This is an optimization exercise on Yosys and OpenROAD, whose aim is small area, a short achievable clock period and few clock cycles, not a production implementation. Only simulation tests tie the RTL to the original design; equivalence was not proved. Power is estimated from default activity; no workload was simulated.

**run.sh**
```bash
#!/bin/bash
# synth_recipe.tcl (not shown) runs the flow's synth.tcl, then flattens the netlist and writes it again
# the make line also repeats each setting of config.mk as NAME=value (left out here)
make -C /OpenROAD-flow-scripts/flow DESIGN_CONFIG=/design/flow/config.mk WORK_HOME=/design/flow/orfs CLKGATE_MAP_FILE= SYNTH_SCRIPT=/design/flow/synth_recipe.tcl finish
```
**config.mk**
```make
export PLATFORM = sky130hd
export DESIGN_NAME = JAM
export DESIGN_NICKNAME = JAM
export VERILOG_FILES = /design/flow/design.v
export SDC_FILE = /design/flow/constraint.sdc
export NUM_CORES = 4
export LEC_CHECK = 0
export CAP_MARGIN = 20
export CORE_MARGIN = 2
export CORE_UTILIZATION = 40
export SETUP_SLACK_MARGIN = 0.4
export SLEW_MARGIN = 20
```
**constraint.sdc**
```tcl
create_clock -name core_clock -period 4.0 [get_ports {CLK}]
set_input_delay 0.8000 -clock core_clock [delete_from_list [all_inputs] [get_ports {CLK}]]
set_output_delay 0.8000 -clock core_clock [all_outputs]
set_load 0.01 [all_outputs]
```
**design.v**
```verilog
module JAM (
    input CLK,
    input RST,
    output reg [2:0] W,
    output reg [2:0] J,
    input [6:0] Cost,
    output reg [3:0] MatchCount,
    output reg [9:0] MinCost,
    output Valid
);
    localparam [2:0] S_SCAN = 3'd0, S_SEL = 3'd1, S_AUG = 3'd2, S_TIGHT = 3'd3,
                     S_RYS = 3'd4, S_DRAIN = 3'd5, S_DONE = 3'd6,
                     S_RYS0 = 3'd7;
    reg [2:0] state;
    reg [7:0] vp [0:7];           
    reg [7:0] mv [0:7];           
    reg [2:0] way [0:7];
    reg [7:0] wroot;
    reg [2:0] p [0:7];            
    reg [7:0] matched;
    reg [7:0] used;
    reg [2:0] ph;                 
    reg [6:0] Dp;                 
    reg [8:0] K;                  
    reg root;
    reg [2:0] j0;
    reg [2:0] Jn;
    reg pv;
    reg [7:0] todo;
    reg [2:0] tkP;
    reg iss;
    reg [7:0] vpA;
    reg [8:0] adA;
    reg [7:0] mvA;
    reg firstA;
    reg vB, rootB, firstB;
    reg [6:0] cB;
    reg [9:0] preB;
    reg [10:0] thrB;
    reg [2:0] jB;
    reg [7:0] mvB;
    reg [2:0] pC;
    reg wrE, wrR;
    reg [7:0] wrK;
    reg [2:0] wrJ;
    reg rJ, rW;
    reg [2:0] wc, wwc;
    reg [7:0] vpnB;
    reg [7:0] xk;
    reg tv, tfirst;
    reg vC;
    reg [7:0] nmC;
    reg [7:0] vpnC;
    reg [2:0] jC;
    reg [2:0] fuC;
    reg [7:0] best;
    reg [2:0] j1;
    reg [2:0] p1;
    reg [7:0] vpb;                
    reg [2:0] fu1;
    reg [55:0] T;
    reg [7:0] F;
    reg [7:0] cnt, S;
    reg [7:0] tbr;                
    reg lastr, par;
    reg fpar;
    reg [3:0] r0, r1, r2, r3, r4, r5, r6, r7;
    reg [3:0] q0, q1;
    reg negR, vR, vR2, negR2, vR3, negR3;
    reg [3:0] prodR;
    reg [1:0] dr;
    reg vld;
    assign Valid = vld;
    function [2:0] lowbit;
        input [7:0] m;
        begin
            if (m[0]) lowbit = 3'd0;
            else if (m[1]) lowbit = 3'd1;
            else if (m[2]) lowbit = 3'd2;
            else if (m[3]) lowbit = 3'd3;
            else if (m[4]) lowbit = 3'd4;
            else if (m[5]) lowbit = 3'd5;
            else if (m[6]) lowbit = 3'd6;
            else lowbit = 3'd7;
        end
    endfunction
    wire tmode = (state == S_TIGHT);
    wire auglast = (state == S_AUG) & rJ;
    wire first = (ph == 3'd0) & root & ~tmode;
    wire [7:0] vpP = first ? 8'd0 : vp[Jn];
    wire [8:0] addP = (root & used[Jn]) ? {2'b00, Dp} : K;
    wire doP = pv & (state == S_SCAN || state == S_TIGHT || auglast);
    wire [9:0] preA = {{2{vpA[7]}}, vpA} + {adA[8], adA};
    wire [10:0] thrA = {3'b000, mvA} - {{3{vpA[7]}}, vpA} - {{2{adA[8]}}, adA};
    wire [7:0] vpnA = root ? preA[7:0] : vpA;
    wire ltB = rootB | (~thrB[10] & (thrB[9:0] > {3'b000, cB}));
    wire [9:0] keyB = {3'b000, cB} + preB;
    wire [7:0] ksat = (keyB[9:8] != 2'd0) ? 8'hFF : keyB[7:0];
    wire [7:0] nmB = ltB ? ksat : mvB;
    wire [7:0] unusedB = (rootB ? 8'hFF : ~used) & ~(8'd1 << jB);
    wire betterC = vC & (nmC < best);
    wire lastC = vC & ~vB;
    wire [2:0] j1f = betterC ? jC : j1;
    wire [7:0] nused = used | (8'd1 << j1);
    wire [7:0] rest1 = ~nused & ~(8'd1 << fu1);
    wire [8:0] Kn = {1'b0, best} - {vpb[7], vpb} - {2'b00, Cost};
    wire [2:0] way1 = way[j1];
    wire [63:0] Tc;
    genvar gk, gj;
    generate
        for (gk = 0; gk < 8; gk = gk + 1) begin : trow
            for (gj = 0; gj < 8; gj = gj + 1) begin : tcol
                if (gj == gk) begin : dg
                    assign Tc[8*gk+gj] = 1'b1;
                end else begin : od
                    assign Tc[8*gk+gj] = T[7*gk+((gj-gk+8)%8)-1];
                end
            end
        end
    endgenerate
    reg [7:0] F1, F2, rowo, colo;
    integer a, b;
    always @(*) begin
        for (a = 0; a < 8; a = a + 1) begin
            rowo[a] = 1'b0;
            colo[a] = 1'b0;
            for (b = 0; b < 8; b = b + 1) if (a != b) begin
                rowo[a] = rowo[a] | Tc[8*a+b];
                colo[a] = colo[a] | Tc[8*b+a];
            end
        end
        F1 = ~rowo | ~colo;
        for (a = 0; a < 8; a = a + 1) begin
            rowo[a] = 1'b0;
            colo[a] = 1'b0;
            for (b = 0; b < 8; b = b + 1) if (a != b) begin
                rowo[a] = rowo[a] | (Tc[8*a+b] & ~F1[b]);
                colo[a] = colo[a] | (Tc[8*b+a] & ~F1[b]);
            end
        end
        F2 = F1 | ~rowo | ~colo;
    end
    wire [7:0] cntn = ((cnt | F) + 8'd1) & ~F;
    wire radd = ~|(S & tbr);
    wire [7:0] cntoh = cntn & ~(cntn - 8'd1);
    wire [3:0] g0 = r0;
    wire [3:0] g1 = r1;
    wire [3:0] g2 = r2;
    wire [3:0] g3 = r3;
    wire [3:0] g4 = r4;
    wire [3:0] g5 = r5;
    wire [3:0] g6 = r6;
    wire [3:0] g7 = r7;
    function [3:0] upd;
        input [3:0] x;
        input t;
        input ad;
        begin
            upd = ad ? x + {3'b000, t} : x - {3'b000, t};
        end
    endfunction
    wire [3:0] m03 = (g0 * g1) * (g2 * g3);
    wire [3:0] m47 = (g4 * g5) * (g6 * g7);
    wire [3:0] prodP = q0 * q1;
    always @(posedge CLK) begin
        rootB <= root;
        firstB <= firstA;
        cB <= Cost;
        preB <= preA;
        thrB <= thrA;
        jB <= J;
        mvB <= mvA;
        pC <= p[jB];
        wrK <= ksat;
        wrJ <= jB;
        wrR <= rootB;
        tfirst <= firstB;
        vpnB <= vpnA;
        nmC <= nmB;
        vpnC <= vpnB;
        jC <= jB;
        fuC <= lowbit(unusedB);
        negR <= par;
        fpar <= ^(~F);
        q0 <= m03;
        q1 <= m47;
        negR2 <= negR ^ fpar;
        prodR <= prodP;
    end
    integer i;
    always @(posedge CLK) begin
        vB <= 1'b0;
        vC <= 1'b0;
        vR <= 1'b0;
        tv <= 1'b0;
        if (RST) begin
            state <= S_SCAN;
            ph <= 3'd0;
            matched <= 8'd0;
            used <= 8'd0;
            K <= 9'd0;
            root <= 1'b1;
            best <= 8'hFF;
            W <= 3'd0;
            J <= 3'd0;
            iss <= 1'b1;
            vpA <= 8'd0;
            adA <= 9'd0;
            wrE <= 1'b0;
            Jn <= 3'd1;
            pv <= 1'b1;
            todo <= 8'hFC;
            MinCost <= 10'd0;
            MatchCount <= 4'd0;
            vld <= 1'b0;
        end else begin
            vB <= iss;
            wrE <= 1'b0;
            if (iss && root && !tmode) begin
                vp[J] <= preA[7:0];
                used[J] <= 1'b0;
            end
            if (iss && tmode) begin
                vp[J] <= preA[7:0];
                used[J] <= 1'b0;
            end
            if (wrE) begin
                mv[wrJ] <= wrK;
                way[wrJ] <= j0;
                wroot[wrJ] <= wrR;
            end
            if (vB) begin
                if (tmode) begin
                    tv <= 1'b1;
                end else begin
                    vC <= 1'b1;
                    wrE <= ltB;
                end
            end
            if (tv) begin
                if (tfirst) xk <= wrK;
                if (!tfirst) T <= {(wrK == xk), T[55:1]};
            end
            if (betterC) begin
                best <= nmC;
                j1 <= jC;
                p1 <= pC;
                vpb <= vpnC;
                fu1 <= fuC;
            end
            if (doP) begin
                vpA <= vpP;
                adA <= addP;
                mvA <= mv[Jn];
            end
            case (state)
                S_SCAN: begin
                    J <= Jn;
                    iss <= pv;
                    pv <= (todo != 8'd0);
                    Jn <= lowbit(todo);
                    todo <= todo & ~(8'd1 << lowbit(todo));
                    if (lastC) begin
                        W <= betterC ? pC : p1;
                        J <= j1f;
                        Jn <= betterC ? fuC : fu1;
                        state <= S_SEL;
                    end
                end
                S_SEL: begin
                    best <= 8'hFF;
                    if (matched[j1]) begin
                        used <= nused;
                        vp[j1] <= vpb - best;
                        K <= Kn;
                        root <= 1'b0;
                        j0 <= j1;
                        vpA <= vpP;
                        adA <= Kn;
                        mvA <= mv[Jn];
                        J <= fu1;
                        iss <= 1'b1;
                        Jn <= lowbit(rest1);
                        pv <= (rest1 != 8'd0);
                        todo <= rest1 & ~(8'd1 << lowbit(rest1));
                        state <= S_SCAN;
                    end else begin
                        MinCost <= MinCost + {3'b000, best[6:0]};
                        Dp <= best[6:0];
                        J <= j1;
                        W <= wroot[j1] ? ph : p[way1];
                        rJ <= wroot[j1];
                        wc <= way1;
                        rW <= wroot[way1];
                        wwc <= way[way1];
                        root <= 1'b1;
                        K <= 9'd0;
                        Jn <= 3'd0;
                        pv <= 1'b1;
                        state <= S_AUG;
                    end
                end
                S_AUG: begin
                    p[J] <= W;
                    matched[J] <= 1'b1;
                    if (!rJ) begin
                        J <= wc;
                        W <= rW ? ph : p[wwc];
                        rJ <= rW;
                        wc <= wwc;
                        rW <= wroot[wwc];
                        wwc <= way[wwc];
                    end else if (ph != 3'd7) begin
                        ph <= ph + 3'd1;
                        W <= ph + 3'd1;
                        J <= 3'd0;
                        iss <= 1'b1;
                        Jn <= 3'd1;
                        todo <= 8'hFC;
                        state <= S_SCAN;
                    end else begin
                        W <= (J == 3'd0) ? W : p[0];
                        J <= 3'd0;
                        iss <= 1'b1;
                        firstA <= 1'b1;
                        tkP <= 3'd0;
                        Jn <= 3'd1;
                        state <= S_TIGHT;
                    end
                end
                S_TIGHT: begin
                    J <= Jn;
                    iss <= pv;
                    firstA <= (Jn == tkP);
                    if (pv) begin
                        W <= p[tkP];
                        if (Jn + 3'd1 != tkP) Jn <= Jn + 3'd1;
                        else if (tkP != 3'd7) begin
                            tkP <= tkP + 3'd1;
                            Jn <= tkP + 3'd1;
                        end else pv <= 1'b0;
                    end
                    if (!pv && !iss && !vB && !tv) begin
                        F <= F2;
                        cnt <= 8'd0;
                        S <= 8'd0;
                        par <= 1'b0;
                        r0 <= {3'b000, F2[0]};
                        r1 <= {3'b000, F2[1]};
                        r2 <= {3'b000, F2[2]};
                        r3 <= {3'b000, F2[3]};
                        r4 <= {3'b000, F2[4]};
                        r5 <= {3'b000, F2[5]};
                        r6 <= {3'b000, F2[6]};
                        r7 <= {3'b000, F2[7]};
                        MatchCount <= 4'd0;
                        state <= S_RYS0;
                    end
                end
                S_RYS0: begin
                    cnt <= cntn;
                    tbr <= cntoh;
                    lastr <= (cntn == 8'd0);
                    state <= S_RYS;
                end
                S_RYS: begin
                    vR <= 1'b1;
                    if (lastr) begin
                        dr <= 2'd0;
                        state <= S_DRAIN;
                    end else begin
                        S <= S ^ tbr;
                        par <= ~par;
                        r0 <= upd(r0, (|(Tc[7:0] & tbr)) & ~F[0], radd);
                        r1 <= upd(r1, (|(Tc[15:8] & tbr)) & ~F[1], radd);
                        r2 <= upd(r2, (|(Tc[23:16] & tbr)) & ~F[2], radd);
                        r3 <= upd(r3, (|(Tc[31:24] & tbr)) & ~F[3], radd);
                        r4 <= upd(r4, (|(Tc[39:32] & tbr)) & ~F[4], radd);
                        r5 <= upd(r5, (|(Tc[47:40] & tbr)) & ~F[5], radd);
                        r6 <= upd(r6, (|(Tc[55:48] & tbr)) & ~F[6], radd);
                        r7 <= upd(r7, (|(Tc[63:56] & tbr)) & ~F[7], radd);
                        cnt <= cntn;
                        tbr <= cntoh;
                        lastr <= (cntn == 8'd0);
                    end
                end
                S_DRAIN: begin
                    dr <= dr + 2'd1;
                    if (dr == 2'd1) begin
                        state <= S_DONE;
                        vld <= 1'b1;
                    end
                end
                default: ;
            endcase
            vR2 <= vR;
            if (vR2) MatchCount <= negR2 ? MatchCount - prodR : MatchCount + prodR;
        end
    end
endmodule
```
==> flow_summary_export.csv, run 1 <==
group,metric,value,unit
drt,drc,0,
logic_synthesis,synth_edf_count,364,
drt,wire_per_inst,22.10,um
clock_network,clk_latency,0.61,ns
power,leakage,12.70,nW
power,p_total,18.03,mW
global_routing,overflow,0,
logic_synthesis,synth.distinct_cells,78,
global_routing,grt_use_total,0.2119,
power,p_switching,5.566,mW
timing,setup_slack,0.7476,ns
setup_path,slowest_stage,"edfxtp_1",
run,maxCapViolCount,0,
setup_path,worstReg2RegEnd,"q0[3]",
setup_path,reg2reg_depth,12,
setup_path,slowest_delay,0.47,ns
placed_design,dp_slack,0.3657,ns
clock_network,clock-sinks,571,
logic_synthesis,synthCells,2543,
drt,ant_nets,0,
global_routing,grt_pass1_vias,20648,
setup_path,critPathTopFamily,"adder cells",
drt,num_vias,20688,
clock_network,cts_buffers,66,
die,core.rowCount,99,
logic_synthesis,ys_seq_area_frac,0.5120,
logic_synthesis,yosysTopAreaCell,"edfxtp_1",
placed_design,place_hpwl,58.54,mm
power,p_clk_frac,0.336,
timing,setup_viol,0,
logic_synthesis,syn_nets,2735,
timing,clock.fmax,307.5,MHz
placed_design,io_buffers,29,
final_layout,syn_to_final_growth,12.90,%
logic_synthesis,synth.most_common_cell,"edfxtp_1",
final_layout,finish.utilization,0.4556,
timing,relSlewSlack,0.2864,
power,p_int,12.46,mW
hold_path,hold_start,"firstB",
clock_network,post_cts_buffers,0,
final_layout,drive_gt1_frac,0.1173,
setup_path,crit_buf_inv,0,
power,pwr-share-seq,0.433,
timing,rsz0062_at_grt,"false",
hold_path,hold_end,"tfirst",
global_routing,grt_pass1_wl,123.7,mm
setup_path,reg2reg_from,"r2[0]",
logic_synthesis,avgSynthCellArea,11.58,sq um
timing,maxSlewViolCount,0,
final_layout,fin_nets,2793,
setup_path,cp_common_cell,"ha_1",
drt,firstDrtPassIters,6,
clock_network,clockBufferDepth,3,
status,status,"timing/DRC/antenna clean",
global_routing,antenna_found_initial,6,
die,initial_utilization,0.4035,
setup_path,worstPathCellList,"and2_1, ha_1, ha_1, ha_1, and3_1, ha_1, ha_1, ha_1, xor2_1, xnor2_1, xnor2_1, xnor2_1",
power,swShare,0.3088,
drt,via_per_inst,5.728,
setup_path,cp.required,4.49,ns
clock_network,hold_buffers,0,
placed_design,postPlaceCellArea,31060,sq um
placed_design,gp_congestion,0.9334,
final_layout,final_cells,3612,
logic_synthesis,ys.flop_type,"edfxtp_1",
setup_path,arrival,3.74,ns
timing,setup_tns,0,ns
clock_network,clockRootBuffer,"clkbuf_16",
setup_path,crit_path_end_kind,"flop",
die,die_area,75790,sq um
timing,min_period,3.252,ns
clock_network,path_clk_slew,0.06,ns
logic_synthesis,synth_top_area_frac,0.3713,
setup_path,critPathMaxFanout,6,
drt,drt_iter0_drc,2022,
clock_network,htreeDepth,3,
logic_synthesis,synth_area,29440,sq um
logic_synthesis,netlist_top_cells_count,"364 x edfxtp_1, 231 x nand2_1, 207 x dfxtp_1, 204 x nor2_1, 155 x ha_1",
power,ir_worst_vdd,0.4039,mV
die,die_y,275.3,um
timing,final.setup_skew,0.02470,ns
hold_path,hold_depth,0,
setup_path,reg2reg_setup_slack,0.75,ns
timing,hold_ws,0.3254,ns
global_routing,grt_max_degree,57,
logic_synthesis,ys_async_sr_fraction,0,
die,core_area,72960,sq um
clock_network,tritoncts,"done",
timing,timing.final.crit_share,0.8131,
setup_path,crit_type,"reg -> reg",
die,boundaryPins,30,
setup_path,startpoint_type,"flop",
final_layout,design_area,33240,sq um
die,fp.dieW,275.3,um
clock_network,cts_resized,0,
logic_synthesis,synth_area_leaders,"edfxtp_1 37%, dfxtp_1 14%, ha_1 6.6%",
power,p_per_area,542.3,nW/um^2
placed_design,dp.cells,3492,
timing,tightest_slew,1.069,ns
power,combPwrFrac,0.231,
timing,hold_violations,0,
drt,routed_wl,79.84,mm
logic_synthesis,ys_ff_latch,571,
hold_path,hold_path.class,"reg -> reg",
logic_synthesis,ys_warn_count,1,
[routing by layer]
layer | vias up | part of all wire | track usage
li1 | 9519 | - | -
met1 | 10344 | 0.45 | 0.2997
met2 | 710 | 0.47 | 0.3419
met3 | 115 | 0.058 | 0.02853
met4 | 0 | 0.023 | 0.05761
met5 | - | 0 | 0
[cell usage in the layout, fill, tap and decap left out, types with 40 or more instances in the layout]
cell and instances:
a22oi_1 68, a21oi_1 116, nor2_1 203, nor3_1 52, mux2i_1 103, inv_1 139
edfxtp_1 364, mux4_2 70, ha_1 155, xor2_1 44, buf_4 69, dfxtp_1 206
mux2_2 40, o21ai_0 100, nand3_1 46, clkbuf_16 69, xnor2_1 97, nand2_1 231
[power groups by stage]
stage	Clock [mW]	Sequential (mW)	Combinational, mW
final	6.06	7.81	4.16
after global routing	6.40	7.91	4.55
after CTS	6.16	7.81	4.14
after detailed placement	0	7.93	4.10
after global placement	0	7.89	4.03
after floorplan	0	7.47	3.03
[flip-flops by register name (all words and copies together), names as in the netlist, 10 cells and up, named ones only]
signal	count
MinCost	10
T	56
mv	64
p	24
preB	10
thrB	11
vp	64
way	24
[how the worst max path moves through the flow]
stage / start / end / slack (ns) / depth (start not counted)
global placement: Cost[0] / adA[5] / 0.32 / 12
detailed placement: Cost[0] / adA[5] / 0.37 / 12
global route: r6[0] / q1[3] / 0.61 / 12
CTS: r2[0] / q0[3] / 0.74 / 12
finish: r2[0] / q0[3] / 0.75 / 12
floorplan: RST / T[0] / 0.82 / 3
[area by class of cell]
type                            instances  area, sq um
Antenna cell                            1        2.502
Clock buffer                           81         1802
Clock inverter                         38        371.6
Fill cell                            6553        39720
Inverter                              139        521.8
Multi-Input combinational cell       1726        13470
Sequential cell                       571        15080
Tap cell                              959         1200
Timing Repair Buffer                   97        798.3
[cell families after synthesis]
group | after synthesis | share of synthesized area
adders and majority gates | 183 | 0.08491
muxes | 220 | 0.1097
AOI/OAI and AO/OA | 474 | 0.1070
and+or+nand+nor | 707 | 0.1107
buffers and inverters | 246 | 0.03289
xor gates and xnor gates | 142 | 0.04271
DFF | 571 | 0.5120
Testbench counts, summed over its fixed seeds: cycles 2,343.
==> run 2, diff against run 1 <==
--- a/config.mk
+++ b/config.mk
@@ -8,5 +8,5 @@
 export CAP_MARGIN = 20
 export CORE_MARGIN = 2
 export CORE_UTILIZATION = 40
-export SETUP_SLACK_MARGIN = 0.4
+export SETUP_SLACK_MARGIN = 0.8
 export SLEW_MARGIN = 20
==> run 2 against run 1 <==
Still clean; critical path depth shrank 5; sequential share of layout area shrank 0.28 points; final cell count grew 0.50%; area after synthesis is the same; wire length grew 0.44%; clock skew grew 0.0017 ns; clock power is essentially flat; via count grew 0.43%; register-to-register slack gained 0.05 ns; utilization grew 0.29 points; count of clock-buffer cells in the layout is the same; critical path type unchanged; largest cell class unchanged; largest power group unchanged; highest routed layer unchanged.
==> flow_summary_export.csv, run 2 <==
group,metric,value,unit
run,maxCapViolCount,0,
die,core_area,72960,sq um
logic_synthesis,netlist_top_cells_count,"364 x edfxtp_1, 231 x nand2_1, 207 x dfxtp_1, 204 x nor2_1, 155 x ha_1",
global_routing,antenna_found_initial,6,
timing,setup_viol,0,
global_routing,grt_max_degree,57,
logic_synthesis,syn_nets,2735,
clock_network,path_clk_slew,0.06,ns
status,status,"timing/DRC/antenna clean",
logic_synthesis,synth_edf_count,364,
timing,relSlewSlack,0.2973,
logic_synthesis,synth_area_leaders,"edfxtp_1 37%, dfxtp_1 14%, ha_1 6.6%",
timing,rsz0062_at_grt,"true",
logic_synthesis,synth.distinct_cells,78,
setup_path,cp.required,4.29,ns
timing,maxSlewViolCount,0,
clock_network,clock-sinks,571,
logic_synthesis,synth_top_family_by_area,"simple AND/OR/NAND/NOR gates",
logic_synthesis,ys_async_sr_fraction,0,
logic_synthesis,ys.flop_type,"edfxtp_1",
setup_path,reg2reg_from,"j1[2]",
clock_network,clockBufferDepth,3,
final_layout,fin_nets,2812,
timing,setup_tns,0,ns
logic_synthesis,ys_ff_latch,571,
drt,via_per_inst,5.724,
timing,min_period,3.199,ns
clock_network,cts_buffers,66,
setup_path,crit_type,"reg -> reg",
timing,hold_ws,0.3254,ns
die,initial_utilization,0.4035,
global_routing,grt_use_total,0.2120,
timing,clock.fmax,312.6,MHz
logic_synthesis,yosysTopAreaCell,"edfxtp_1",
setup_path,reg2reg_depth,7,
die,die_area,75790,sq um
timing,hold_violations,0,
setup_path,crit_start,"j1[2]",
logic_synthesis,synth_area,29440,sq um
final_layout,drive_gt1_frac,0.1284,
setup_path,cp_common_cell,"nand2_1",
final_layout,syn_to_final_growth,13.62,%
logic_synthesis,synth_top_area_frac,0.3713,
hold_path,hold_path.class,"reg -> reg",
global_routing,grt_pass1_vias,20675,
placed_design,io_buffers,29,
final_layout,top_regs,"mv: 64 flops, vp: 64 flops, T: 56 flops",
setup_path,arrival,3.49,ns
drt,drt_iter0_drc,2077,
placed_design,gp_congestion,0.9334,
die,fp.dieW,275.3,um
logic_synthesis,synth.most_common_cell,"edfxtp_1",
logic_synthesis,ys_seq_area_frac,0.5120,
setup_path,slowest_stage,"a222oi_1",
final_layout,mostFrequentLayoutCell,"edfxtp_1",
placed_design,place_hpwl,58.54,mm
timing,final.setup_skew,0.02644,ns
logic_synthesis,synthCells,2543,
setup_path,critPathCapture,"vp[2][3]",
setup_path,reg2reg_setup_slack,0.80,ns
drt,drc,0,
final_layout,fill_cells,6537,
power,p_per_area,539.4,nW/um^2
global_routing,grt_pass1_wl,123.7,mm
clock_network,clk_latency,0.61,ns
clock_network,tritoncts,"done",
die,boundaryPins,30,
setup_path,startpoint_type,"flop",
clock_network,clockRootBuffer,"clkbuf_16",
global_routing,overflow,0,
drt,ant_nets,0,
die,die_y,275.3,um
logic_synthesis,synth.area.mux_share,0.1097,
setup_path,critPathMaxFanout,14,
logic_synthesis,synthAdderAreaFrac,0.08491,
clock_network,htreeDepth,3,
final_layout,antenna_cells,0,
logic_synthesis,synth_compound_area_frac,0.1070,
logic_synthesis,yosys.area_share.simple,0.1107,
drt,firstDrtPassIters,7,
logic_synthesis,avgSynthCellArea,11.58,sq um
setup_path,worstPathCellList,"nor2b_1, a222oi_1, nand2_1, nor3_2, nand2_1, o21ai_0, buf_4",
power,ir_worst_vdd,0.4044,mV
setup_path,slowest_delay,0.66,ns
logic_synthesis,synth_xor_area_frac,0.04271,
final_layout,final_cell_mix,"364 x edfxtp_1, 229 x nand2_1, 205 x dfxtp_1",
drt,routed_wl,80.19,mm
setup_path,worstReg2RegEnd,"vp[2][3]",
timing,tightest_slew,1.046,ns
drt,num_vias,20777,
power,leakage,12.79,nW
timing,timing.final.crit_share,0.7996,
logic_synthesis,ys_warn_count,1,
setup_path,crit_path_end_kind,"flop",
hold_path,hold_start,"firstB",
die,core.rowCount,99,
drt,wire_per_inst,22.09,um
-- run 2: critical path, delay by kind of cell, from the launching register on --
| family | cells | cell delay [ns] |
|---|---|---|
| AOI/OAI and AO/OA | 2 | 0.87 |
| and+or+nand+nor | 4 | 1.18 |
| buffers and inverters | 1 | 0.22 |
| DFF | 1 | 0.62 |
-- run 2: stage by stage --
step	cells	total power [mW]	utilization	worst slack (ns)	area, sq um
2_1_floorplan	2543	10.50	-	0.8232	29460
3_3_place_gp	3492	11.92	0.4258	0.3192	31060
3_5_place_dp	3492	12.04	0.4258	0.3657	31060
4_1_cts	3614	18.11	0.4559	0.8024	33260
5_1_grt	3630	18.86	0.4585	0.6786	33450
6_report	3630	18.04	0.4585	0.8015	33450
-- run 2: logic make-up after synthesis --
group / Yosys count
mux: 220
buf+inv: 246
flops: 571
fa+ha+maj: 183
xor+xnor: 142
compound gates: 474
simple gates: 707
-- run 2: routing by layer --
metal | wire [um] | vias to the layer above | GRT usage | part of all wire
met3 | 4784 | 128 | 0.02853 | 0.060
met4 | 1847 | 0 | 0.05761 | 0.023
met2 | 37180 | 706 | 0.3424 | 0.46
li1 | - | 9560 | - | -
met5 | 0 | - | 0 | 0
met1 | 36380 | 10383 | 0.2996 | 0.45
-- run 2: cell type report --
class | count | area [sq um] | area share
well taps | 959 | 1200 | 0.03587
inverters | 139 | 521.8 | 0.01560
clock buffers | 81 | 1802 | 0.05386
clock inverters | 38 | 371.6 | 0.01111
repair buffers | 116 | 940.9 | 0.02813
flip-flops and latches | 571 | 15080 | 0.4507
multi-input cells | 1726 | 13540 | 0.4047
-- run 2: what timing repair did --
action	CTS	global route
hold buffers	0	0
endpoints found under the setup margin	2	83
pin swaps	0	9
setup buffers	3	16
resized for setup	3	13
-- run 2: worst min path at each step --
stage,to,slack [ns],depth (start not counted)
after global placement,vpnC[5],0.31,0
final,tfirst,0.33,0
after global routing,vpnC[3],0.33,0
after detailed placement,vpnC[5],0.31,0
after floorplan,tfirst,0.31,0
after CTS,vpnC[3],0.33,0
-- run 2: power by group --
group	internal [mW]	switching, mW	leakage (nW)
clock network	3.60	2.45	1.07
registers	7.04	0.766	5.02
logic	1.82	2.36	6.70
==> run 3, diff against run 2 <==
--- a/design.v
+++ b/design.v
@@ -55,6 +55,7 @@
     reg [2:0] fuC;
     reg [7:0] best;
     reg [2:0] j1;
+    reg m1, mC;
     reg [2:0] p1;
     reg [7:0] vpb;                
     reg [2:0] fu1;
@@ -62,10 +63,12 @@
     reg [7:0] F;
     reg [7:0] cnt, S;
     reg [7:0] tbr;                
+    reg [7:0] tcol;               
+    reg radd;                     
     reg lastr, par;
     reg fpar;
     reg [3:0] r0, r1, r2, r3, r4, r5, r6, r7;
-    reg [3:0] q0, q1;
+    reg [3:0] h0, h1, h2, h3, q0, q1;
     reg negR, vR, vR2, negR2, vR3, negR3;
     reg [3:0] prodR;
     reg [1:0] dr;
@@ -141,7 +144,13 @@
         F2 = F1 | ~rowo | ~colo;
     end
     wire [7:0] cntn = ((cnt | F) + 8'd1) & ~F;
-    wire radd = ~|(S & tbr);
+    wire [7:0] tcn;
+    genvar gr;
+    generate
+        for (gr = 0; gr < 8; gr = gr + 1) begin : tcsel
+            assign tcn[gr] = (|(Tc[8*gr+7:8*gr] & cntoh)) & ~F[gr];
+        end
+    endgenerate
     wire [7:0] cntoh = cntn & ~(cntn - 8'd1);
     wire [3:0] g0 = r0;
     wire [3:0] g1 = r1;
@@ -159,8 +168,8 @@
             upd = ad ? x + {3'b000, t} : x - {3'b000, t};
         end
     endfunction
-    wire [3:0] m03 = (g0 * g1) * (g2 * g3);
-    wire [3:0] m47 = (g4 * g5) * (g6 * g7);
+    wire [3:0] m03 = h0 * h1;
+    wire [3:0] m47 = h2 * h3;
     wire [3:0] prodP = q0 * q1;
     always @(posedge CLK) begin
         rootB <= root;
@@ -179,12 +188,18 @@
         nmC <= nmB;
         vpnC <= vpnB;
         jC <= jB;
+        mC <= matched[jB];
         fuC <= lowbit(unusedB);
         negR <= par;
         fpar <= ^(~F);
+        h0 <= g0 * g1;
+        h1 <= g2 * g3;
+        h2 <= g4 * g5;
+        h3 <= g6 * g7;
         q0 <= m03;
         q1 <= m47;
         negR2 <= negR ^ fpar;
+        negR3 <= negR2;
         prodR <= prodP;
     end
     integer i;
@@ -244,6 +259,7 @@
             if (betterC) begin
                 best <= nmC;
                 j1 <= jC;
+                m1 <= mC;
                 p1 <= pC;
                 vpb <= vpnC;
                 fu1 <= fuC;
@@ -269,7 +285,7 @@
                 end
                 S_SEL: begin
                     best <= 8'hFF;
-                    if (matched[j1]) begin
+                    if (m1) begin
                         used <= nused;
                         vp[j1] <= vpb - best;
                         K <= Kn;
@@ -360,6 +376,8 @@
                 S_RYS0: begin
                     cnt <= cntn;
                     tbr <= cntoh;
+                    tcol <= tcn;
+                    radd <= 1'b1;
                     lastr <= (cntn == 8'd0);
                     state <= S_RYS;
                 end
@@ -371,22 +389,24 @@
                     end else begin
                         S <= S ^ tbr;
                         par <= ~par;
-                        r0 <= upd(r0, (|(Tc[7:0] & tbr)) & ~F[0], radd);
-                        r1 <= upd(r1, (|(Tc[15:8] & tbr)) & ~F[1], radd);
-                        r2 <= upd(r2, (|(Tc[23:16] & tbr)) & ~F[2], radd);
-                        r3 <= upd(r3, (|(Tc[31:24] & tbr)) & ~F[3], radd);
-                        r4 <= upd(r4, (|(Tc[39:32] & tbr)) & ~F[4], radd);
-                        r5 <= upd(r5, (|(Tc[47:40] & tbr)) & ~F[5], radd);
-                        r6 <= upd(r6, (|(Tc[55:48] & tbr)) & ~F[6], radd);
-                        r7 <= upd(r7, (|(Tc[63:56] & tbr)) & ~F[7], radd);
+                        r0 <= upd(r0, tcol[0], radd);
+                        r1 <= upd(r1, tcol[1], radd);
+                        r2 <= upd(r2, tcol[2], radd);
+                        r3 <= upd(r3, tcol[3], radd);
+                        r4 <= upd(r4, tcol[4], radd);
+                        r5 <= upd(r5, tcol[5], radd);
+                        r6 <= upd(r6, tcol[6], radd);
+                        r7 <= upd(r7, tcol[7], radd);
                         cnt <= cntn;
                         tbr <= cntoh;
+                        tcol <= tcn;
+                        radd <= ~|((S ^ tbr) & cntoh);
                         lastr <= (cntn == 8'd0);
                     end
                 end
                 S_DRAIN: begin
                     dr <= dr + 2'd1;
-                    if (dr == 2'd1) begin
+                    if (dr == 2'd2) begin
                         state <= S_DONE;
                         vld <= 1'b1;
                     end
@@ -394,7 +414,8 @@
                 default: ;
             endcase
             vR2 <= vR;
-            if (vR2) MatchCount <= negR2 ? MatchCount - prodR : MatchCount + prodR;
+            vR3 <= vR2;
+            if (vR3) MatchCount <= negR3 ? MatchCount - prodR : MatchCount + prodR;
         end
     end
 endmodule
--- a/config.mk
+++ b/config.mk
@@ -8,5 +8,5 @@
 export CAP_MARGIN = 20
 export CORE_MARGIN = 2
 export CORE_UTILIZATION = 40
-export SETUP_SLACK_MARGIN = 0.8
+export SETUP_SLACK_MARGIN = 0.4
 export SLEW_MARGIN = 20
==> run 3 against run 2 <==
Clock power increased by 1%; critical path depth grew 2; utilization decreased by 0.28 points; area after synthesis rose by 2.9%; sequential power shrank 4.2%; maximum frequency is 3.9% lower; design area increased by 1.8%; via count increased by 1.4%; global-route usage shrank 0.63 points; power is 11% lower; combinational power is 43% lower; flip-flop and latch count increased by 29.
==> flow_summary_export.csv, run 3 <==
group,metric,value,unit
setup_path,arrival,3.69,ns
global_routing,overflow,0,
final_layout,syn_to_final_growth,12.37,%
logic_synthesis,synth_area,30290,sq um
timing,min_period,3.329,ns
logic_synthesis,synth_compound_area_frac,0.1075,
logic_synthesis,ys_warn_count,1,
power,p_per_area,470.0,nW/um^2
clock_network,clock-sinks,600,
logic_synthesis,synthCells,2604,
logic_synthesis,ys.flop_type,"edfxtp_1",
logic_synthesis,yosysTopAreaCell,"edfxtp_1",
final_layout,top_regs,"mv: 64 flops, vp: 64 flops, T: 56 flops",
setup_path,path_depth,9,
die,die_area,77940,sq um
setup_path,worstPathCellList,"or2_2, ha_1, nor2b_2, a211oi_1, nand3_1, nor3_1, and3_1, nand2b_1, a31o_1",
die,boundaryPins,30,
drt,num_vias,21059,
clock_network,tritoncts,"done",
setup_path,crit_type,"reg -> reg",
timing,tightest_slew,1.128,ns
final_layout,drive_gt1_frac,0.1173,
timing,clock.fmax,300.4,MHz
logic_synthesis,ys_async_sr_fraction,0,
logic_synthesis,synth_top_area_frac,0.3718,
setup_path,crit_buf_inv,0,
logic_synthesis,synth.distinct_cells,86,
run,maxCapViolCount,0,
global_routing,grt_pass1_wl,124.1,mm
global_routing,grt_pass1_vias,20842,
clock_network,path_clk_slew,0.06,ns
timing,final.setup_skew,0.02144,ns
timing,maxSlewViolCount,0,
logic_synthesis,synth_top_family_by_area,"simple AND/OR/NAND/NOR gates",
clock_network,cts_buffers,66,
setup_path,reg2reg_setup_slack,0.67,ns
setup_path,slowest_delay,0.47,ns
global_routing,grt_use_total,0.2057,
setup_path,critPathMaxFanout,14,
logic_synthesis,ys_seq_area_frac,0.5205,
hold_path,hold_path.class,"reg -> reg",
status,status,"timing/DRC/antenna clean",
setup_path,reg2reg_depth,9,
setup_path,slowest_stage,"and3_1",
final_layout,final_cell_mix,"375 x edfxtp_1, 247 x nand2_1, 223 x dfxtp_1",
logic_synthesis,syn_nets,2789,
logic_synthesis,synth.most_common_cell,"edfxtp_1",
clock_network,htreeDepth,3,
final_layout,mostFrequentLayoutCell,"edfxtp_1",
logic_synthesis,synth_xor_area_frac,0.04193,
logic_synthesis,yosys.area_share.simple,0.1136,
logic_synthesis,netlist_top_cells_count,"375 x edfxtp_1, 247 x nand2_1, 225 x dfxtp_1, 190 x nor2_1, 148 x ha_1",
drt,via_per_inst,5.723,
drt,routed_wl,80.41,mm
die,fp.dieW,279.2,um
timing,setup_viol,0,
timing,setup_tns,0,ns
setup_path,crit_start,"F[0]",
final_layout,antenna_cells,0,
logic_synthesis,avgSynthCellArea,11.63,sq um
setup_path,cp.required,4.37,ns
drt,ant_nets,0,
setup_path,reg2reg_from,"F[0]",
global_routing,antenna_found_initial,0,
setup_path,critPathCapture,"radd",
drt,drt_iter0_drc,2424,
clock_network,clk_latency,0.62,ns
final_layout,fin_nets,2843,
setup_path,startpoint_type,"flop",
drt,wire_per_inst,21.85,um
setup_path,critPathTopFamily,"simple AND/OR/NAND/NOR gates",
timing,rsz0062_at_grt,"false",
die,core.rowCount,100,
die,core_area,74700,sq um
placed_design,gp_congestion,0.8965,
timing,relSlewSlack,0.2469,
placed_design,place_hpwl,58.65,mm
drt,drc,0,
clock_network,clockRootBuffer,"clkbuf_16",
logic_synthesis,synthAdderAreaFrac,0.07964,
timing,timing.final.crit_share,0.8322,
logic_synthesis,synth_edf_count,375,
final_layout,finish.utilization,0.4557,
clock_network,clockBufferDepth,3,
setup_path,worstReg2RegEnd,"radd",
die,die_y,279.2,um
timing,hold_violations,0,
drt,firstDrtPassIters,7,
global_routing,grt_max_degree,57,
logic_synthesis,synth_area_leaders,"edfxtp_1 37%, dfxtp_1 15%, ha_1 6.1%",
power,ir_worst_vdd,0.2819,mV
logic_synthesis,ys_ff_latch,600,
placed_design,io_buffers,29,
die,initial_utilization,0.4055,
logic_synthesis,synth.area.mux_share,0.1070,
setup_path,crit_path_end_kind,"flop",
power,leakage,12.79,nW
==> run 3: how the worst min path moves through the flow <==
stage               slack, ns      end  cells past startpoint     from
floorplan                0.31    negR3                      0    negR2
global placement         0.31   tfirst                      0   firstB
detailed placement       0.31  vpnC[5]                      0  vpnB[5]
CTS                      0.33  vpnC[5]                      0  vpnB[5]
global route             0.34    negR3                      0    negR2
finish                   0.33   tfirst                      0   firstB
==> run 3: cells by family after synthesis <==
kind of cell    count (synthesis)
compound gates                493
xor+xnor                      145
fa+ha+maj                     176
buf+inv                       228
flops                         600
mux                           231
simple gates                  731
==> run 3: final cells by class <==
| type | count | area [sq um] |
|---|---|---|
| fillers | 6714 | 40660 |
| flip-flops and latches | 600 | 15770 |
| multi-input cells | 1776 | 13680 |
| clock buffers | 95 | 1914 |
| well taps | 969 | 1212 |
| repair buffers | 83 | 693.2 |
| inverters | 131 | 491.7 |
| clock inverters | 26 | 272.8 |
==> run 3: timing repair <==
item	CTS	global route
resized for setup	0	1
setup buffers	0	0
hold buffers	0	0
endpoints found under the setup margin	0	2
==> run 3: through the flow <==
step	total power, mW	hold WS [ns]	cells	instance area (sq um)	setup slack, ns
6_report	16.00	0.3252	3680	34040	0.6713
5_1_grt	16.62	0.3408	3680	34040	0.4829
4_1_cts	16.09	0.3264	3680	34030	0.5868
3_5_place_dp	9.948	0.3128	3559	31850	0.3540
3_3_place_gp	9.880	0.3118	3559	31840	0.4103
2_1_floorplan	9.118	0.3096	2604	30300	0.8587
==> run 3: metal layers <==
layer	up-vias	wire length, um	GRT usage
met5	-	0	0
met4	0	1790	0.05873
met3	130	5645	0.03690
met2	828	36360	0.3203
met1	10391	36620	0.2933
li1	9710	-	-
==> run 3: worst reg2reg max path, stage by stage (launching register included) <==
cell	delay, ns
edfxtp_1	0.43
or2_2	0.43
ha_1	0.35
nor2b_2	0.23
a211oi_1	0.31
nand3_1	0.24
nor3_1	0.29
and3_1	0.47
nand2b_1	0.11
a31o_1	0.23
==> run 3: where the power goes <==
| part | internal (mW) | total (mW) | switching [mW] |
|---|---|---|---|
| Combinational | 1.04 | 2.38 | 1.34 |
| Sequential | 7.01 | 7.48 | 0.469 |
| Clock | 3.51 | 6.14 | 2.63 |
| Total | 11.6 | 16.0 | 4.43 |
Testbench counts of run 3, summed over its fixed seeds: cycles 2,351.
==> run 4, diff against run 3 <==
--- a/config.mk
+++ b/config.mk
@@ -8,5 +8,5 @@
 export CAP_MARGIN = 20
 export CORE_MARGIN = 2
 export CORE_UTILIZATION = 40
-export SETUP_SLACK_MARGIN = 0.4
+export SETUP_SLACK_MARGIN = 1.0
 export SLEW_MARGIN = 20
==> run 4 against run 3 <==
Non-clock buffer count is 9 higher; maximum frequency is 16% higher; sequential power hardly changed; global-route usage is 0.060 points lower; combinational power hardly changed; wire length is 0.62% lower; count of clock-buffer cells in the layout is 1 lower; area after synthesis stayed put; worst setup slack better by 0.46 ns; register-to-register slack better by 0.46 ns; synthesized cell count stayed put; still clean on timing, DRC and antenna; sequential share of layout area is 0.27 points lower.
==> flow_summary_export.csv, run 4 <==
group,metric,value,unit
die,core_area,74700,sq um
final_layout,finish.utilization,0.4584,
logic_synthesis,synth_top_family_by_area,"simple AND/OR/NAND/NOR gates",
timing,tightest_slew,1.042,ns
drt,drc,0,
die,die_y,279.2,um
drt,num_vias,21248,
drt,drt_iter0_drc,2322,
final_layout,final_cell_mix,"375 x edfxtp_1, 247 x nand2_1, 222 x dfxtp_1",
logic_synthesis,yosysTopAreaCell,"edfxtp_1",
logic_synthesis,ys_seq_area_frac,0.5205,
die,die_area,77940,sq um
logic_synthesis,netlist_top_cells_count,"375 x edfxtp_1, 247 x nand2_1, 225 x dfxtp_1, 190 x nor2_1, 148 x ha_1",
global_routing,overflow,0,
die,boundaryPins,30,
die,core.rowCount,100,
logic_synthesis,synth_xor_area_frac,0.04193,
global_routing,grt_pass1_vias,20969,
clock_network,clockRootBuffer,"clkbuf_16",
power,p_total,16.04,mW
global_routing,grt_use_total,0.2051,
final_layout,syn_to_final_growth,13.04,%
clock_network,clk_latency,0.61,ns
drt,wl_met3,6.073,mm
logic_synthesis,synth.most_common_cell,"edfxtp_1",
logic_synthesis,yosys.area_share.simple,0.1136,
clock_network,clock-sinks,600,
drt,wl_met2,35.30,mm
placed_design,place_hpwl,57.37,mm
setup_path,critPathMaxFanout,34,
logic_synthesis,synth_edf_count,375,
logic_synthesis,synth_area_leaders,"edfxtp_1 37%, dfxtp_1 15%, ha_1 6.1%",
logic_synthesis,ys_async_sr_fraction,0,
final_layout,top_regs,"mv: 64 flops, vp: 64 flops, T: 56 flops",
logic_synthesis,synthCells,2604,
logic_synthesis,ys_warn_count,1,
drt,ant_nets,0,
clock_network,tritoncts,"done",
drt,wire_per_inst,21.64,um
status,status,"timing/DRC/antenna clean",
global_routing,grt_max_degree,57,
timing,hold_violations,0,
final_layout,fill_cells,6680,
drt,routed_wl,79.91,mm
drt,top_layer,"met4",
timing,setup_tns,0,ns
logic_synthesis,synth_area,30290,sq um
power,leakage,12.87,nW
final_layout,drive_gt1_frac,0.1239,
setup_path,startpoint_type,"flop",
final_layout,fin_nets,2852,
timing,hold_ws,0.3270,ns
global_routing,antenna_found_initial,1,
timing,clock.fmax,348.8,MHz
hold_path,hold_path.class,"reg -> reg",
timing,relSlewSlack,0.3001,
timing,min_period,2.867,ns
drt,via_per_inst,5.754,
drt,wl_met1,37.14,mm
die,fp.dieW,279.2,um
clock_network,htreeDepth,3,
setup_path,cp.required,4.54,ns
logic_synthesis,synth_compound_area_frac,0.1075,
setup_path,crit_path_end_kind,"flop",
timing,rsz0062_at_grt,"true",
drt,firstDrtPassIters,8,
timing,maxSlewViolCount,0,
placed_design,io_buffers,29,
power,ir_worst_vdd,0.2922,mV
timing,final.setup_skew,0.02741,ns
logic_synthesis,synth_top_area_frac,0.3718,
logic_synthesis,syn_nets,2789,
global_routing,grt_pass1_wl,124.4,mm
logic_synthesis,synthAdderAreaFrac,0.07964,
logic_synthesis,avgSynthCellArea,11.63,sq um
clock_network,clockBufferDepth,3,
timing,setup_viol,0,
clock_network,cts_buffers,66,
placed_design,gp_congestion,0.9051,
logic_synthesis,ys_ff_latch,600,
run,maxCapViolCount,0,
power,p_per_area,468.4,nW/um^2
die,initial_utilization,0.4055,
setup_path,crit_type,"reg -> reg",
logic_synthesis,ys.flop_type,"edfxtp_1",
timing,timing.final.crit_share,0.7167,
logic_synthesis,synth.distinct_cells,86,
setup_path,arrival,3.41,ns
clock_network,path_clk_slew,0.06,ns
final_layout,mostFrequentLayoutCell,"edfxtp_1",
logic_synthesis,synth.area.mux_share,0.1070,
[run 4: cell counts after synthesis]
Identical to the previous run, type by type.
[run 4: kinds of logic (layout without fill, tap and decap cells)]
group | count (synthesis) | in the layout
and+or+nand+nor | 731 | 731
DFF | 600 | 600
AOI/OAI and AO/OA | 493 | 493
muxes | 231 | 231
buffers and inverters | 228 | 345
adders and majority gates | 176 | 176
xor gates and xnor gates | 145 | 145
other | 0 | 3
[run 4: timing repair]
item,4_1_cts,5_1_grt
hold buffers,0,0
buffers inserted,0,13
hold endpoints to repair,0,0
resized for setup,6,15
pin swaps,0,3
setup endpoints to repair,11,34
[run 4: layout make-up]
| class | instances | area (sq um) | share of cell area |
|---|---|---|---|
| antenna | 3 | 7.507 | 0.0002193 |
| clock buffer | 94 | 1807 | 0.05277 |
| clock inverter | 28 | 372.9 | 0.01089 |
| inverter | 131 | 491.7 | 0.01436 |
| multi-input combinational | 1776 | 13780 | 0.4025 |
| sequential | 600 | 15770 | 0.4606 |
| tap | 969 | 1212 | 0.03541 |
| timing repair buffer | 92 | 798.3 | 0.02332 |
[run 4: final timing paths]
kind,start,end,slack [ns],cells past startpoint
min reg2reg,negR2,negR3,0.33,0
max,rJ,vpA[4],1.13,8
min,negR2,negR3,0.33,0
max reg2reg,rJ,vpA[4],1.13,8
[run 4: layer usage]
layer / GRT usage / vias to the layer above
met5: 0 / -
met4: 0.05404 / 0
met3: 0.03305 / 108
met2: 0.3108 / 842
met1: 0.3040 / 10579
li1: - / 9719
[run 4: stage by stage]
stage / setup WS (ns) / std cells / cell area (sq um)
CTS: 1.008 / 3677 / 34020
global route: 0.9759 / 3690 / 34230
finish: 1.133 / 3693 / 34240
floorplan: 1.009 / 2604 / 30330
global placement: 0.3891 / 3555 / 31810
detailed placement: 0.3025 / 3555 / 31810
[run 4: power breakdown]
part | internal (mW) | switching, mW
logic | 1.08 | 1.34
clock network | 3.58 | 2.57
registers | 7.01 | 0.463
total | 11.7 | 4.37
[run 4: critical path, stage by stage, from the launching register on]
cell and delay (ns):
edfxtp_1 0.64, nor2b_1 0.15, a21oi_1 0.30, o211a_1 0.57, nor2_2 0.05, buf_4 0.27
nor2_1 0.52, a22oi_1 0.15, nor2_1 0.13
==> run 5, diff against run 4 <==
--- a/design.v
+++ b/design.v
@@ -143,7 +143,8 @@
         end
         F2 = F1 | ~rowo | ~colo;
     end
-    wire [7:0] cntn = ((cnt | F) + 8'd1) & ~F;
+    wire [7:0] xp1 = cnt + 8'd1;
+    wire [7:0] cntn = xp1 & ~F;
     wire [7:0] tcn;
     genvar gr;
     generate
@@ -151,7 +152,7 @@
             assign tcn[gr] = (|(Tc[8*gr+7:8*gr] & cntoh)) & ~F[gr];
         end
     endgenerate
-    wire [7:0] cntoh = cntn & ~(cntn - 8'd1);
+    wire [7:0] cntoh = xp1 & ~cnt;
     wire [3:0] g0 = r0;
     wire [3:0] g1 = r1;
     wire [3:0] g2 = r2;
@@ -358,7 +359,7 @@
                     end
                     if (!pv && !iss && !vB && !tv) begin
                         F <= F2;
-                        cnt <= 8'd0;
+                        cnt <= F2;
                         S <= 8'd0;
                         par <= 1'b0;
                         r0 <= {3'b000, F2[0]};
@@ -374,7 +375,7 @@
                     end
                 end
                 S_RYS0: begin
-                    cnt <= cntn;
+                    cnt <= xp1 | F;
                     tbr <= cntoh;
                     tcol <= tcn;
                     radd <= 1'b1;
@@ -397,7 +398,7 @@
                         r5 <= upd(r5, tcol[5], radd);
                         r6 <= upd(r6, tcol[6], radd);
                         r7 <= upd(r7, tcol[7], radd);
-                        cnt <= cntn;
+                        cnt <= xp1 | F;
                         tbr <= cntoh;
                         tcol <= tcn;
                         radd <= ~|((S ^ tbr) & cntoh);
--- a/config.mk
+++ b/config.mk
@@ -8,5 +8,5 @@
 export CAP_MARGIN = 20
 export CORE_MARGIN = 2
 export CORE_UTILIZATION = 40
-export SETUP_SLACK_MARGIN = 1.0
+export SETUP_SLACK_MARGIN = 1.3
 export SLEW_MARGIN = 20
==> run 5 against run 4 <==
First-iteration DRC count down 5.2%; synthesized cell count fell by 1.4%; still clean; sequential share of layout area shrank 0.091 points; power grew 9.7%; count of clock-buffer cells in the layout fell by 24; hold slack worse by 0.046 ns; design area is 0.39% higher; die area is 0.46% lower; maximum frequency is 1.7% lower; worst setup slack worse by 0.049 ns.
==> flow_summary_export.csv, run 5 <==
group,metric,value,unit
logic_synthesis,ys_async_sr_fraction,0,
global_routing,grt_use_total,0.2061,
logic_synthesis,synth_xor_area_frac,0.04126,
setup_path,startpoint_type,"flop",
timing,rsz0062_at_grt,"true",
timing,min_period,2.916,ns
die,die_y,278.5,um
logic_synthesis,synth_compound_area_frac,0.1140,
clock_network,cts_buffers,61,
timing,tightest_slew,1.103,ns
logic_synthesis,synthCells,2568,
final_layout,fill_cells,6693,
clock_network,tritoncts,"done",
drt,firstDrtPassIters,9,
drt,ant_nets,0,
logic_synthesis,ys_ff_latch,600,
final_layout,mostFrequentLayoutCell,"edfxtp_1",
power,ir_worst_vdd,0.3790,mV
logic_synthesis,netlist_top_cells_count,"375 x edfxtp_1, 225 x dfxtp_1, 214 x nand2_1, 189 x nor2_1, 154 x ha_1",
logic_synthesis,ys_seq_area_frac,0.5230,
setup_path,critPathCapture,"thrB[10]",
final_layout,final_cells,3676,
die,fp.dieW,278.5,um
logic_synthesis,synth_top_family_by_area,"compound AO/OA/AOI/OAI gates",
clock_network,clk_latency,0.67,ns
drt,num_vias,21019,
drt,routed_wl,80.29,mm
die,core_area,74570,sq um
timing,setup_viol,0,
logic_synthesis,synth_area_leaders,"edfxtp_1 37%, dfxtp_1 15%, ha_1 6.4%",
die,initial_utilization,0.4043,
logic_synthesis,synthAdderAreaFrac,0.08251,
hold_path,hold_depth,1,
logic_synthesis,avgSynthCellArea,11.74,sq um
final_layout,fin_nets,2841,
logic_synthesis,syn_nets,2759,
logic_synthesis,synth_edf_count,375,
drt,wire_per_inst,21.84,um
setup_path,arrival,3.51,ns
setup_path,critPathMaxFanout,2,
logic_synthesis,yosysTopAreaCell,"edfxtp_1",
logic_synthesis,synth_area,30150,sq um
clock_network,path_clk_slew,0.07,ns
logic_synthesis,synth_top_area_frac,0.3735,
setup_path,crit_start,"adA[0]",
clock_network,clockBufferDepth,3,
hold_path,hold_path.class,"in -> reg",
global_routing,grt_max_degree,59,
drt,drc,0,
clock_network,hold_buffers,0,
final_layout,multiInputGateArea,13790,sq um
placed_design,io_buffers,29,
timing,maxSlewViolCount,0,
die,die_area,77580,sq um
global_routing,grt_pass1_wl,124.7,mm
setup_path,crit_path_end_kind,"flop",
setup_path,cp.required,4.59,ns
status,status,"timing/DRC/antenna clean",
die,core.rowCount,100,
die,boundaryPins,30,
timing,relSlewSlack,0.2595,
timing,hold_violations,0,
setup_path,worstReg2RegEnd,"thrB[10]",
logic_synthesis,ys.flop_type,"edfxtp_1",
logic_synthesis,yosys.area_share.simple,0.1042,
global_routing,overflow,0,
timing,clock.fmax,342.9,MHz
final_layout,syn_to_final_growth,14.01,%
run,maxCapViolCount,0,
timing,setup_tns,0,ns
setup_path,crit_type,"reg -> reg",
global_routing,antenna_found_initial,3,
setup_path,reg2reg_setup_slack,1.08,ns
setup_path,reg2reg_depth,13,
power,leakage,12.85,nW
global_routing,grt_pass1_vias,20743,
placed_design,gp_congestion,0.8934,
power,p_per_area,512.0,nW/um^2
logic_synthesis,ys_warn_count,1,
placed_design,place_hpwl,57.67,mm
final_layout,final_cell_mix,"375 x edfxtp_1, 209 x nand2_1, 204 x dfxtp_1",
setup_path,reg2reg_from,"adA[0]",
clock_network,clockRootBuffer,"clkbuf_16",
drt,drt_iter0_drc,2202,
logic_synthesis,synth.most_common_cell,"edfxtp_1",
final_layout,top_regs,"mv: 64 flops, vp: 64 flops, T: 56 flops",
logic_synthesis,synth.area.mux_share,0.1025,
timing,timing.final.crit_share,0.7291,
timing,final.setup_skew,0.06471,ns
placed_design,dp.cells,3519,
clock_network,clock-sinks,600,
drt,via_per_inst,5.718,
clock_network,htreeDepth,2,
final_layout,drive_gt1_frac,0.1546,
final_layout,seqCellArea,15800,sq um
logic_synthesis,synth.distinct_cells,87,
==> run 5: changes by cell type after synthesis, moves of 9 or more <==
cell and change:
inv_1 +19, o21ai_1 +13, o211ai_1 +9, nand2_1 -33
nand3_1 -13, mux2i_1 -14, o21ai_0 -16
==> run 5: timing repair <==
item                       in CTS  in global routing
setup buffers                  18                 19
gates resized for setup        40                 45
pin swaps                      11                 15
cloned                          0                  0
setup endpoints to repair     154                200
==> run 5: critical path, cell delays in order (launching register included) <==
cell	delay, ns
dfxtp_4	0.37
inv_2	0.05
fa_1	0.54
inv_1	0.06
ha_2	0.18
or2_4	0.23
fa_2	0.34
a21o_1	0.18
a21oi_2	0.15
o21bai_1	0.09
a21oi_2	0.18
o21ai_2	0.09
a221o_1	0.29
o21ai_1	0.10
==> run 5: logic make-up (layout without fill, tap and decap cells) <==
family | after synthesis | after routing
AO/OA/AOI/OAI | 517 | 517
buffers and inverters | 244 | 379
other | 0 | 4
adder cells (fa/ha/maj) | 182 | 182
flip-flops | 600 | 600
AND/OR/NAND/NOR | 670 | 670
XOR/XNOR | 142 | 142
multiplexers | 213 | 213
==> run 5: area by class of cell <==
class | instances | area share
tap | 969 | 0.03527
timing repair buffer | 113 | 0.02839
multi-input combinational | 1724 | 0.4013
sequential | 600 | 0.4597
inverter | 150 | 0.01642
antenna | 4 | 0.0002912
clock buffer | 70 | 0.04660
clock inverter | 46 | 0.01201
==> run 5: stage by stage <==
stage                     power (mW)  instance area [sq um]  utilization  setup WS [ns]  hold slack (ns)
after CTS                      17.55                  34030       0.4563          1.096           0.3111
final                          17.60                  34370       0.4609          1.084           0.2812
after floorplan                10.38                  30280            -          1.047           0.3096
after detailed placement       11.66                  31710       0.4252         0.6328           0.3143
after global placement         11.56                  31690       0.4250         0.6258           0.3126
after global routing           18.35                  34360       0.4608         0.9565           0.2798
==> run 5: where the power goes <==
part | internal, mW | switching (mW) | leakage [nW] | total [mW]
clock | 3.17 | 2.57 | 0.986 | 5.74
combinational | 1.74 | 2.15 | 6.58 | 3.89
sequential | 7.27 | 0.700 | 5.29 | 7.97
==> run 5: worst min-delay path by stage <==
stage            start  endpoint  slack (ns)
6_report       Cost[2]     cB[2]        0.28
5_1_grt        Cost[2]     cB[2]        0.28
4_1_cts         firstB    tfirst        0.31
3_5_place_dp   vpnB[2]   vpnC[2]        0.31
3_3_place_gp   vpnB[3]   vpnC[3]        0.31
2_1_floorplan    negR2     negR3        0.31
==> run 5: routing by layer <==
layer  GRT usage  wire length [um]  vias up
met1      0.2980             36630    10394
met2      0.3251             36200      811
li1            -                 -     9681
met5           0                 0        -
met4     0.05128              1818        0
met3     0.03056              5637      133
Testbench counts of run 5, summed over its fixed seeds: cycles 2,351.
==> run 6, diff against run 5 <==
--- a/design.v
+++ b/design.v
@@ -108,6 +108,7 @@
     wire [7:0] rest1 = ~nused & ~(8'd1 << fu1);
     wire [8:0] Kn = {1'b0, best} - {vpb[7], vpb} - {2'b00, Cost};
     wire [2:0] way1 = way[j1];
+    wire [7:0] vp0 = first ? 8'd0 : vp[0];
     wire [63:0] Tc;
     genvar gk, gj;
     generate
@@ -315,6 +316,26 @@
                         Jn <= 3'd0;
                         pv <= 1'b1;
                         state <= S_AUG;
+                        if (wroot[j1]) begin
+                            p[j1] <= ph;
+                            matched[j1] <= 1'b1;
+                            vpA <= vp0;
+                            adA <= used[0] ? {2'b00, best[6:0]} : 9'd0;
+                            J <= 3'd0;
+                            iss <= 1'b1;
+                            Jn <= 3'd1;
+                            if (ph != 3'd7) begin
+                                ph <= ph + 3'd1;
+                                W <= ph + 3'd1;
+                                todo <= 8'hFC;
+                                state <= S_SCAN;
+                            end else begin
+                                W <= (j1 == 3'd0) ? ph : p[0];
+                                firstA <= 1'b1;
+                                tkP <= 3'd0;
+                                state <= S_TIGHT;
+                            end
+                        end
                     end
                 end
                 S_AUG: begin
==> run 6 against run 5 <==
Clock skew shrank 0.025 ns; sequential share of layout area fell by 1.7 points; flip-flop and latch count did not move; critical path depth down 3; synthesized cell count grew 5.3%; count of clock-buffer cells in the layout rose by 20; area after synthesis rose by 2.1%; first-iteration DRC count up 16%.
==> flow_summary_export.csv, run 6 <==
group,metric,value,unit
power,combPwrFrac,0.248,
final_layout,mostFrequentLayoutCell,"edfxtp_1",
setup_path,worstPathCellList,"inv_2, ha_1, ha_1, or2_4, a2bb2oi_2, o31ai_4, o32ai_2, a311o_1, mux2i_1, nor2_1",
clock_network,clk_latency,0.63,ns
drt,routed_wl,86.48,mm
final_layout,fin_nets,3004,
logic_synthesis,synthCells,2703,
clock_network,htreeDepth,3,
final_layout,finish.utilization,0.4685,
die,boundaryPins,30,
clock_network,path_clk_slew,0.06,ns
drt,wire_per_inst,22.22,um
setup_path,crit_type,"reg -> reg",
timing,timing.final.crit_share,0.6672,
drt,drt_iter0_drc,2556,
final_layout,final_cell_mix,"375 x edfxtp_1, 250 x nand2_1, 210 x dfxtp_1",
timing,hold_violations,0,
power,pwr-share-seq,0.415,
power,p_int,13.18,mW
timing,setup_tns,0,ns
setup_path,arrival,3.14,ns
die,fp.dieW,281.3,um
status,status,"timing/DRC/antenna clean",
timing,min_period,2.669,ns
setup_path,critPathTopFamily,"compound AO/OA/AOI/OAI gates",
power,swShare,0.3157,
drt,drc,0,
logic_synthesis,ys_ff_latch,600,
setup_path,startpoint_type,"flop",
die,core_area,76080,sq um
timing,rsz0062_at_grt,"true",
drt,num_vias,22168,
power,leakage,13.39,nW
placed_design,gp_congestion,0.9291,
timing,relSlewSlack,0.2805,
final_layout,design_area,35640,sq um
setup_path,slowest_stage,"edfxtp_1",
die,initial_utilization,0.4044,
logic_synthesis,synth_edf_count,375,
timing,maxSlewViolCount,0,
clock_network,tritoncts,"done",
logic_synthesis,synth_area,30770,sq um
power,p_per_area,540.3,nW/um^2
global_routing,overflow,0,
setup_path,cp.required,4.47,ns
logic_synthesis,synth.distinct_cells,88,
logic_synthesis,synth_top_area_frac,0.3660,
clock_network,clockRootBuffer,"clkbuf_16",
final_layout,top_regs,"mv: 64 flops, vp: 64 flops, T: 56 flops",
logic_synthesis,synth_area_leaders,"edfxtp_1 37%, dfxtp_1 15%, ha_1 6.5%",
timing,tightest_slew,1.072,ns
final_layout,fill_cells,6864,
logic_synthesis,ys_warn_count,1,
placed_design,postPlaceCellArea,32560,sq um
logic_synthesis,avgSynthCellArea,11.38,sq um
logic_synthesis,ys_seq_area_frac,0.5124,
power,p_clk_frac,0.337,
timing,clock.fmax,374.7,MHz
final_layout,antenna_cells,0,
placed_design,io_buffers,29,
final_layout,final_cells,3892,
die,die_area,79160,sq um
setup_path,slowest_delay,0.41,ns
die,core.rowCount,101,
placed_design,place_hpwl,62.73,mm
drt,ant_nets,0,
global_routing,grt_use_total,0.2165,
setup_path,crit_path_end_kind,"flop",
global_routing,antenna_found_initial,2,
die,die_y,281.3,um
drt,via_per_inst,5.696,
clock_network,cts_buffers,68,
run,maxCapViolCount,0,
logic_synthesis,synth.most_common_cell,"edfxtp_1",
final_layout,syn_to_final_growth,15.84,%
logic_synthesis,syn_nets,2900,
final_layout,drive_gt1_frac,0.1523,
timing,final.setup_skew,0.03952,ns
timing,setup_viol,0,
power,ir_worst_vdd,0.3397,mV
logic_synthesis,yosysTopAreaCell,"edfxtp_1",
hold_path,hold_path.class,"reg -> reg",
logic_synthesis,netlist_top_cells_count,"375 x edfxtp_1, 254 x nand2_1, 225 x dfxtp_1, 214 x nor2_1, 160 x ha_1",
clock_network,clock-sinks,600,
placed_design,dp.cells,3732,
global_routing,grt_pass1_wl,131.5,mm
clock_network,hold_buffers,0,
drt,firstDrtPassIters,6,
clock_network,clockBufferDepth,3,
power,p_switching,6.080,mW
setup_path,critPathMaxFanout,6,
logic_synthesis,ys_async_sr_fraction,0,
logic_synthesis,ys.flop_type,"edfxtp_1",
setup_path,cp_common_cell,"ha_1",
global_routing,grt_max_degree,57,
global_routing,grt_pass1_vias,21818,
setup_path,crit_buf_inv,1,
run 6: changes by cell type after synthesis, sizes merged, moves of 6 or more:
cell   change
xnor2      -7
a21oi     +30
ha         +6
buf        +6
o21ai     +38
a31oi      -6
nand2     +41
a22oi      -7
nor2      +26
mux2      -22
mux2i     +14
run 6: kinds of logic (layout without fill, tap and decap cells):
group,Yosys count,after routing,synth area share
simple gates,733,733,0.1102
flops,600,600,0.5124
compound gates,584,584,0.1245
buf+inv,252,411,0.03257
mux,205,205,0.09654
fa+ha+maj,188,188,0.08328
xor+xnor,141,141,0.04058
run 6: metal layers:
| layer | track usage | vias to the layer above | part of all wire |
|---|---|---|---|
| li1 | - | 10195 | - |
| met1 | 0.3155 | 10970 | 0.46 |
| met2 | 0.3383 | 875 | 0.45 |
| met3 | 0.03489 | 126 | 0.074 |
| met4 | 0.05033 | 2 | 0.018 |
| met5 | 0 | - | 0.00016 |
run 6: stage by stage:
stage               total power, mW  hold slack, ns  setup slack (ns)
finish                        19.26          0.3154             1.331
global route                  20.11          0.3221             1.165
CTS                           19.11          0.3048             1.299
detailed placement            12.46          0.3121            0.3585
global placement              12.35          0.3104            0.3861
floorplan                     10.91          0.3096             1.048
run 6: area by class of cell:
cell class	instances	area, sq um	area share
clock buffer	90	1887	0.05294
inverter	150	578.1	0.01622
timing repair buffer	136	1169	0.03279
multi-input combinational	1851	14470	0.4058
sequential	600	15790	0.4429
tap	1030	1289	0.03616
clock inverter	35	467.9	0.01313
run 6: power groups by stage:
stage | sequential (mW) | combinational (mW) | clock, mW
floorplan | 7.78 | 3.13 | 0
global placement | 8.09 | 4.26 | 0
detailed placement | 8.11 | 4.35 | 0
CTS | 7.99 | 4.50 | 6.62
global route | 8.07 | 5.18 | 6.85
finish | 8.00 | 4.77 | 6.49
run 6: worst paths after layout:
kind / start / end / slack (ns) / cells past startpoint
hold reg to reg: firstB / tfirst / 0.32 / 0
setup / recovery: j1[0] / flop / 1.33 / 10
setup reg to reg: j1[0] / flop / 1.33 / 10
hold / removal: firstB / tfirst / 0.32 / 0
run 6: worst register-to-register path, stage by stage, from the launching register on:
cell and delay [ns]:
edfxtp_1 0.41, inv_2 0.11, ha_1 0.26, ha_1 0.22, or2_4 0.28, a2bb2oi_2 0.20
o31ai_4 0.34, o32ai_2 0.16, a311o_1 0.35, mux2i_1 0.13, nor2_1 0.06
run 6: repair_timing:
action,in CTS,in global routing
resized for setup,49,79
pin swaps,5,18
endpoints found under the setup margin,254,172
buffers inserted,11,23
hold endpoints to repair,0,0
cloned,0,1
Testbench counts of run 6, summed over its fixed seeds: cycles 2,307.

## separate check: timing with driven ports
How much do the figures lean on ideal ports? The routed layouts below were timed once more, with nothing changed but the port constraints. Step 1 sets driving cells, clkbuf_16 on the clock port and buf_2 on the other inputs (assumed; they add their load-dependent delay and slew). Step 2, shift: input delay + t, output delay - t, t = (earliest + latest rising clock arrival at the registers) / 2. This alone moves slack from input paths to output paths. Three values: ideal ports, drivers, drivers and shift; two values: the first two.
run	t (ns)	slack for setup (ns)	worst hold slack (ns)	worst setup path at the end
run 1	0.655	0.748 / 0.748 / 0.329	0.325 / 0.325 / 0.325	input to register
run 2	0.654	0.801 / 0.801 / 0.348	0.325 / 0.325 / 0.325	input to register
run 3	0.669	0.671 / 0.671 / 0.329	0.325 / 0.325 / 0.325	input to register
run 4	0.666	1.133 / 1.133 / 0.534	0.327 / 0.327 / 0.327	input to register
run 5	0.701	1.084 / 1.084 / 0.804	0.281 / 0.243 / 0.304	input to register
run 6	0.680	1.331 / 1.331 / 0.695	0.315 / 0.293 / 0.315	input to register
After both steps setup and hold are still met in every run listed. For run 6, which loses most, drivers alone change the setup slack by 0.000 ns; drivers and shift together by -0.636 ns.
